Background: an optimization exercise with open tools, aiming at small area. Do not read the settings as production practice.
Only simulation tests tie the RTL to the original design; equivalence was not proved.
The flow treats the clock pin as an ideal source. Dropping or thinning the clock tree relies on that and would not hold on a real chip.
No activity file was given, so power comes from the tool's default toggle rates.

==> module uart_rx, before the edit <==
module uart_rx (
  input clk,
  input rx_clk,
  input rx_start,
  input rst,
  input rx,
  input [3:0] length,
  input parity_type,
  input parity_en,
  input stop2,
  output reg [7:0] rx_out,
  output rx_done,
  output reg rx_error
);
  localparam [2:0] idle             = 3'd0,
                   start_bit        = 3'd1,
                   check_parity     = 3'd3,
                   check_first_stop = 3'd4,
                   check_sec_stop   = 3'd5,
                   done             = 3'd6;
  reg [7:0] datard;
  reg [3:0] count;
  reg in_data;
  reg [2:0] st;
  reg [1:0] bc_hi;
  reg rx_par;
  wire [4:0] bit_count = {bc_hi, st};
  wire [4:0] last = {2'b00, 1'b1, length[1:0] - 2'd1};
  wire [7:0] mask = {length[1:0] == 2'b00, length[1] ~^ length[0], length[1:0] != 2'b01, 5'b11111};
  wire c7 = (count == 4'd7);
  wire c15 = (count == 4'd15);
  always @(posedge clk or posedge rst) begin
    if(rst) begin
      in_data <= 1'b0;
      st <= idle;
      rx_error <= 1'b0;
      rx_out <= 8'd0;
    end
    else if(rx_clk) begin
      if (in_data) begin
        if (c15) begin
          if (bit_count == last) begin
            rx_out <= datard & mask;
            in_data <= 1'b0;
            st <= parity_en ? check_parity : check_first_stop;
          end
          else
            st <= st + 3'd1;
        end
      end
      else begin
        case(st)
          idle : begin
            rx_error <= 1'b0;
            if(rx_start && !rx)
              st <= start_bit;
          end
          start_bit : begin
            if(c7 && rx) begin
              st <= idle;
              rx_error <= 1'b1;
            end
            else if(c15) begin
              in_data <= 1'b1;
              st <= 3'd0;
            end
          end
          check_parity : begin
            if(c7)
              rx_error <= rx ^ rx_par ^ ~parity_type;
            else if(c15)
              st <= check_first_stop;
          end
          check_first_stop : begin
            if(c7)
              rx_error <= !rx;
            else if (c15) begin
              rx_error <= 1'b0;
              st <= stop2 ? check_sec_stop : done;
            end
          end
          check_sec_stop : begin
            if(c7)
              rx_error <= !rx;
            else if (c15) begin
              rx_error <= 1'b0;
              st <= done;
            end
          end
          done : begin
            rx_error <= 1'b0;
            st <= idle;
          end
          default : st <= idle;
        endcase
      end
    end
  end
  assign rx_done = !in_data && (st == done);
  always @(posedge clk) begin
    bc_hi <= {2{in_data}} & (bc_hi + {1'b0, rx_clk && c15 && st == 3'd7});
  end
  always @(posedge clk) begin
    if(rx_clk && in_data && c7) begin
      datard[st] <= rx;
      rx_par <= (st == 3'd0) ? rx : rx_par ^ rx;
    end
  end
  always @(posedge clk) begin
    if (!in_data && st == idle)
      count <= 4'd0;
    else
      count <= count + {3'd0, rx_clk};
  end
endmodule
export LEC_CHECK = 0
export CAP_MARGIN = 0
export CORE_MARGIN = 2
export CORE_UTILIZATION = 40
export GPL_TIMING_DRIVEN = 0
export SLEW_MARGIN = 0
create_clock -name core_clock -period 20.0 [get_ports {clk}]
standard.sh (not shown) runs the stock make flow with config.mk's settings and CLKGATE_MAP_FILE= SYNTH_SCRIPT=/design/flow/synth_recipe.tcl, a recipe that flattens the netlist after the stock synthesis.
==> flow/flow/run.sh <==
#!/bin/bash
# Own layout flow: the standard synthesis; its combinational logic re-mapped
# for area with several ABC scripts, keeping the flip-flops as they are, and
# the smallest result kept; then the standard ORFS steps with buf_1 port
# buffers and, after CTS, a clock tree of a few buffers fed by the clock port.
# Every tool writes its full output to a log file of its own here.
set -euo pipefail
W=$(pwd)
R=$W/orfs/results/$FLOW_PLATFORM/uart_top/base
LIB=$FLOW_HOME/platforms/$FLOW_PLATFORM/lib/sky130_fd_sc_hd__tt_025C_1v80.lib

# 1. standard synthesis
bash standard.sh synth > $W/log_1_synth_std.log 2>&1

# 2. re-map the combinational logic for area, several scripts in parallel
cp $R/1_2_yosys.v $W/synth_std.v
DU=$(grep -A40 '^export DONT_USE_CELLS' $FLOW_HOME/platforms/$FLOW_PLATFORM/config.mk | grep -o 'sky130_fd_sc_hd__[a-z0-9_]*' | tr '\n' ' ')
export REMAP_IN=$W/synth_std.v REMAP_LIB=$LIB REMAP_DONT_USE="$DU" W
remap_one() {
  n=$(basename $1 .abc)
  REMAP_OUT=$W/remap_$n.v REMAP_ABC=$1 yosys -c $W/flow/remap.tcl > $W/log_2_remap_$n.log 2>&1 || true
}
export -f remap_one
ls $W/flow/abc_*.abc | xargs -P ${NUM_CORES:-4} -I{} bash -c 'remap_one {}'
best=""
besta=""
for s in $W/flow/abc_*.abc; do
  n=$(basename $s .abc)
  [[ -f $W/remap_$n.v.stat ]] || continue
  # only netlists made of library cells alone
  if grep -q "Area for cell type" $W/remap_$n.v.stat; then echo "$n rejected" >> $W/remap_areas.txt; continue; fi
  a=$(grep "Chip area for module" $W/remap_$n.v.stat | awk '{print $NF}')
  echo "$n $a" >> $W/remap_areas.txt
  if [[ -z "$best" ]] || awk -v a=$a -v b=$besta 'BEGIN{exit !(a<b)}'; then best=$n; besta=$a; fi
done
echo "best $best $besta" >> $W/remap_areas.txt
cp $W/remap_$best.v $R/1_2_yosys.v
rm -f $R/1_synth.odb $R/1_synth.sdc
bash standard.sh synth > $W/log_3_synth_odb.log 2>&1

# 3. the rest of the standard flow
export BUFFER_PORTS_ARGS="-buffer_cell sky130_fd_sc_hd__buf_1"
export CTS_ARGS="-sink_clustering_enable -repair_clock_nets -dont_use_dummy_load"
export POST_CTS_TCL=$W/flow/cts_post.tcl
export CLK_GROUPS=4
export CLK_BUF=sky130_fd_sc_hd__clkbuf_8
export CLK_SLEW_UPSIZE=0.110
export CLK_BUF_BIG=sky130_fd_sc_hd__buf_12
bash standard.sh > $W/log_4_layout.log 2>&1
Other scripts of this flow, unchanged in this note and not shown: flow/flow/abc_a1f.abc, flow/flow/abc_a2f.abc, flow/flow/abc_a5f.abc, flow/flow/abc_a6f.abc, flow/flow/abc_a7f.abc, flow/flow/abc_a8f.abc, flow/flow/abc_c12.abc, flow/flow/abc_c13.abc, flow/flow/abc_n1.abc, flow/flow/abc_n1f.abc, flow/flow/abc_n4.abc, flow/flow/abc_n4f.abc, flow/flow/cts_post.tcl, flow/flow/remap.tcl
Edit:
--- a/flow/design.v
+++ b/flow/design.v
@@ -249,8 +249,13 @@
   end
   always @(posedge clk) begin
-    if(rx_clk && in_data && c7) begin
-      datard[st] <= rx;
+    if(rx_clk && in_data && c7)
       rx_par <= (st == 3'd0) ? rx : rx_par ^ rx;
-    end
+  end
+  wire [7:0] datard_we = {7'd0, rx_clk && in_data && c7} << st;
+  integer i;
+  always @(posedge clk) begin
+    for (i = 0; i < 8; i = i + 1)
+      if (datard_we[i])
+        datard[i] <= rx;
   end
   always @(posedge clk) begin
What happened:
- sequential cell count stays the same
- critical path depth went down by 2
- via count went down by 0.44%
- utilization went down by 0.32 points
- sequential share of layout area went up by 0.61 points
No run of this note takes its clock network from TritonCTS; it comes from the design's own scripts or RTL.


== alpha ==
uart_top again, from the RTL that the note above started with.
==> module uart_tx, before the edit <==
module uart_tx(
  input clk,
  input tx_clk,
  input tx_start,
  input rst,
  input [7:0] tx_data,
  input [3:0] length,
  input parity_type,
  input parity_en,
  input stop2,
  output tx,
  output tx_done,
  output tx_err
);
  localparam [3:0] idle            = 4'b0000,
                   start_bit       = 4'b0001,
                   send_first_stop = 4'b0011,
                   send_sec_stop   = 4'b0100,
                   done            = 4'b0101,
                   send_parity     = 4'b0110,
                   send_data       = 4'b1000;
  reg [7:0] tx_reg;
  reg [3:0] state;
  reg [3:0] next_state;
  wire [2:0] last = {1'b1, length[1:0] - 2'd1};
  wire data_end = state[3] && !(state[2:0] < last);
  wire par_hi7 = tx_data[7] & (length[1:0] == 2'b00);
  wire par_hi6 = (tx_data[6] ^ par_hi7) & (length[1] ~^ length[0]);
  wire par_hi5 = (tx_data[5] ^ par_hi6) & (length[1:0] != 2'b01);
  wire parity_bit = ~parity_type ^ (^tx_data[4:0]) ^ par_hi5;
  always@(posedge clk or posedge rst)begin
    if(rst)
      state <= idle;
    else if(tx_clk)
      state <= next_state;
  end
  always@(posedge clk) begin
    if(tx_clk) begin
      if (state == start_bit)
        tx_reg <= tx_data;
      else if (data_end)
        tx_reg[6] <= parity_bit;
    end
  end
  assign tx = (state[3] || state == send_parity) ? tx_reg[state[2:0]] : (state != start_bit);
  always @(*) begin
    if (state[3]) begin
      if (!data_end)
        next_state = state + 4'd1;
      else if (parity_en)
        next_state = send_parity;
      else
        next_state = send_first_stop;
    end
    else begin
      case (state)
        idle            : next_state = tx_start ? start_bit : idle;
        start_bit       : next_state = send_data;
        send_parity     : next_state = send_first_stop;
        send_first_stop : next_state = stop2 ? send_sec_stop : done;
        send_sec_stop   : next_state = done;
        default         : next_state = idle;
      endcase
    end
  end
  assign tx_done = (state == done);
  assign tx_err  = 1'b0;
endmodule
==> flow/config.mk <==
export PLATFORM = sky130hd
export DESIGN_NAME = uart_top
export DESIGN_NICKNAME = uart_top
export VERILOG_FILES = /design/flow/design.v
export SDC_FILE = /design/flow/constraint.sdc
export NUM_CORES = 4
export LEC_CHECK = 0
export CAP_MARGIN = 20
export CORE_MARGIN = 2
export CORE_UTILIZATION = 40
export SLEW_MARGIN = 20
==> flow/constraint.sdc <==
create_clock -name core_clock -period 20.0 [get_ports {clk}]
set_input_delay 4.0000 -clock core_clock [delete_from_list [all_inputs] [get_ports {clk}]]
set_output_delay 4.0000 -clock core_clock [all_outputs]
set_load 0.01 [all_outputs]
==> flow/flow/run.sh <==
#!/bin/bash
# Own layout flow: the standard synthesis; its combinational logic re-mapped
# for area with several ABC scripts, keeping the flip-flops as they are, and
# the smallest result kept; then the standard ORFS steps with buf_1 port
# buffers and, after CTS, a clock tree of a few buffers fed by the clock port.
# Every tool writes its full output to a log file of its own here.
set -euo pipefail
W=$(pwd)
R=$W/orfs/results/$FLOW_PLATFORM/uart_top/base
LIB=$FLOW_HOME/platforms/$FLOW_PLATFORM/lib/sky130_fd_sc_hd__tt_025C_1v80.lib

# 1. standard synthesis
bash standard.sh synth > $W/log_1_synth_std.log 2>&1

# 2. re-map the combinational logic for area, several scripts in parallel
cp $R/1_2_yosys.v $W/synth_std.v
DU=$(grep -A40 '^export DONT_USE_CELLS' $FLOW_HOME/platforms/$FLOW_PLATFORM/config.mk | grep -o 'sky130_fd_sc_hd__[a-z0-9_]*' | tr '\n' ' ')
pids=()
for s in $W/flow/abc_*.abc; do
  n=$(basename $s .abc)
  REMAP_IN=$W/synth_std.v REMAP_OUT=$W/remap_$n.v REMAP_LIB=$LIB \
    REMAP_ABC=$s REMAP_DONT_USE="$DU" \
    yosys -c $W/flow/remap.tcl > $W/log_2_remap_$n.log 2>&1 &
  pids+=($!)
done
for p in "${pids[@]}"; do wait $p || true; done
best=""
besta=""
for s in $W/flow/abc_*.abc; do
  n=$(basename $s .abc)
  [[ -f $W/remap_$n.v.stat ]] || continue
  a=$(grep "Chip area for module" $W/remap_$n.v.stat | awk '{print $NF}')
  echo "$n $a" >> $W/remap_areas.txt
  if [[ -z "$best" ]] || awk -v a=$a -v b=$besta 'BEGIN{exit !(a<b)}'; then best=$n; besta=$a; fi
done
echo "best $best $besta" >> $W/remap_areas.txt
cp $W/remap_$best.v $R/1_2_yosys.v
rm -f $R/1_synth.odb $R/1_synth.sdc
bash standard.sh synth > $W/log_3_synth_odb.log 2>&1

# 3. the rest of the standard flow
export BUFFER_PORTS_ARGS="-buffer_cell sky130_fd_sc_hd__buf_1"
export CTS_ARGS="-sink_clustering_enable -repair_clock_nets -dont_use_dummy_load"
export POST_CTS_TCL=$W/flow/cts_post.tcl
export CLK_GROUPS=4
export CLK_BUF=sky130_fd_sc_hd__clkbuf_8
bash standard.sh > $W/log_4_layout.log 2>&1
Other scripts of this flow, unchanged in this note and not shown: flow/flow/abc_d1.abc, flow/flow/abc_d2.abc, flow/flow/abc_d3.abc, flow/flow/abc_d4.abc, flow/flow/abc_n1.abc, flow/flow/abc_n2.abc, flow/flow/abc_n3.abc, flow/flow/abc_n4.abc, flow/flow/cts_post.tcl, flow/flow/remap.tcl
--- input diff alpha..beta ---
diff --git a/flow/design.v b/flow/design.v
--- a/flow/design.v
+++ b/flow/design.v
@@ -103,10 +103,8 @@
   reg [3:0] next_state;
   wire [2:0] last = {1'b1, length[1:0] - 2'd1};
   wire data_end = state[3] && !(state[2:0] < last);
-  wire par_hi7 = tx_data[7] & (length[1:0] == 2'b00);
-  wire par_hi6 = (tx_data[6] ^ par_hi7) & (length[1] ~^ length[0]);
-  wire par_hi5 = (tx_data[5] ^ par_hi6) & (length[1:0] != 2'b01);
-  wire parity_bit = ~parity_type ^ (^tx_data[4:0]) ^ par_hi5;
+  wire parity_bit = ~parity_type ^ (^tx_data[4:0]) ^ (tx_data[5] & (length[1:0] != 2'b01))
+                    ^ (tx_data[6] & (length[1] ~^ length[0])) ^ (tx_data[7] & (length[1:0] == 2'b00));
   always@(posedge clk or posedge rst)begin
     if(rst)
       state <= idle;
@@ -245,7 +243,12 @@
   end
   assign rx_done = !in_data && (st == done);
   always @(posedge clk) begin
-    bc_hi <= {2{in_data}} & (bc_hi + {1'b0, rx_clk && c15 && st == 3'd7});
+    if(rx_clk) begin
+      if (!in_data && st == start_bit)
+        bc_hi <= 2'd0;
+      else if (in_data && c15 && st == 3'd7)
+        bc_hi <= bc_hi + 2'd1;
+    end
   end
   always @(posedge clk) begin
     if(rx_clk && in_data && c7) begin
@@ -254,10 +257,12 @@
     end
   end
   always @(posedge clk) begin
-    if (!in_data && st == idle)
-      count <= 4'd0;
-    else
-      count <= count + {3'd0, rx_clk};
+    if(rx_clk) begin
+      if (!in_data && st == idle)
+        count <= 0;
+      else
+        count <= count + 4'd1;
+    end
   end
 endmodule
 module uart_top #(
Peak per-stage delay on the critical path in beta vs alpha: down 0.18 ns. Detail-routed net length per standard cell (lower): alpha. Comparing number of nets produced by synthesis for beta and alpha, the bigger number came from alpha. There was hardly any difference in port buffer count between alpha and beta. In the tables for beta and alpha, fraction of area in registers reads lower with alpha. Of beta and alpha, alpha shows the lower placeable core region, with beta above it. Between beta and alpha, the synthesis-to-finish area growth is higher for alpha. Final instance area: beta vs alpha up 1.5%. Diff alpha -> beta: wire length on met3 shows an increase of 3.9%, area after synthesis shows an increase of about 1.7%, total power of the final layout shows a reduction of 1.5%. Wire: beta routes more than alpha.
No run of this note takes its clock network from TritonCTS; it comes from the design's own scripts or RTL.

what the ideal ports hide:
The results above use ideal ports. As a check the final layouts listed here were re-extracted and re-timed, cells and wires unchanged. Step 1: set_driving_cell puts a clkbuf_16 on clk and a buf_2 on each other input, an assumption about the parent block. Step 2 times the ports against the registers' clock, not the clock port: input delays grow and output delays shrink by t, the midpoint of the rising clock arrivals with the driver on. Slacks: ideal ports / drivers / drivers and shift; pairs: ideal ports / drivers.
| run | t, ns | setup slack, ns | worst setup path after step 2 | worst data-port slew with drivers (ns) |
|---|---|---|---|---|
| the first run of note 1 | 0.201 | 14.224 / 14.265 / 14.065 | input to register | 0.04 |
| the second run of note 1 | 0.217 | 13.821 / 13.849 / 13.631 | input to register | 0.04 |
| alpha | 0.220 | 13.200 / 13.237 / 13.017 | input to register | 0.04 |
| beta | 0.221 | 14.239 / 14.279 / 14.058 | input to register | 0.05 |
After both steps every run listed still meets setup and hold. The setup slack of the second run of note 1, which loses most, moves by +0.028 ns with the drivers and by -0.190 ns with both steps.
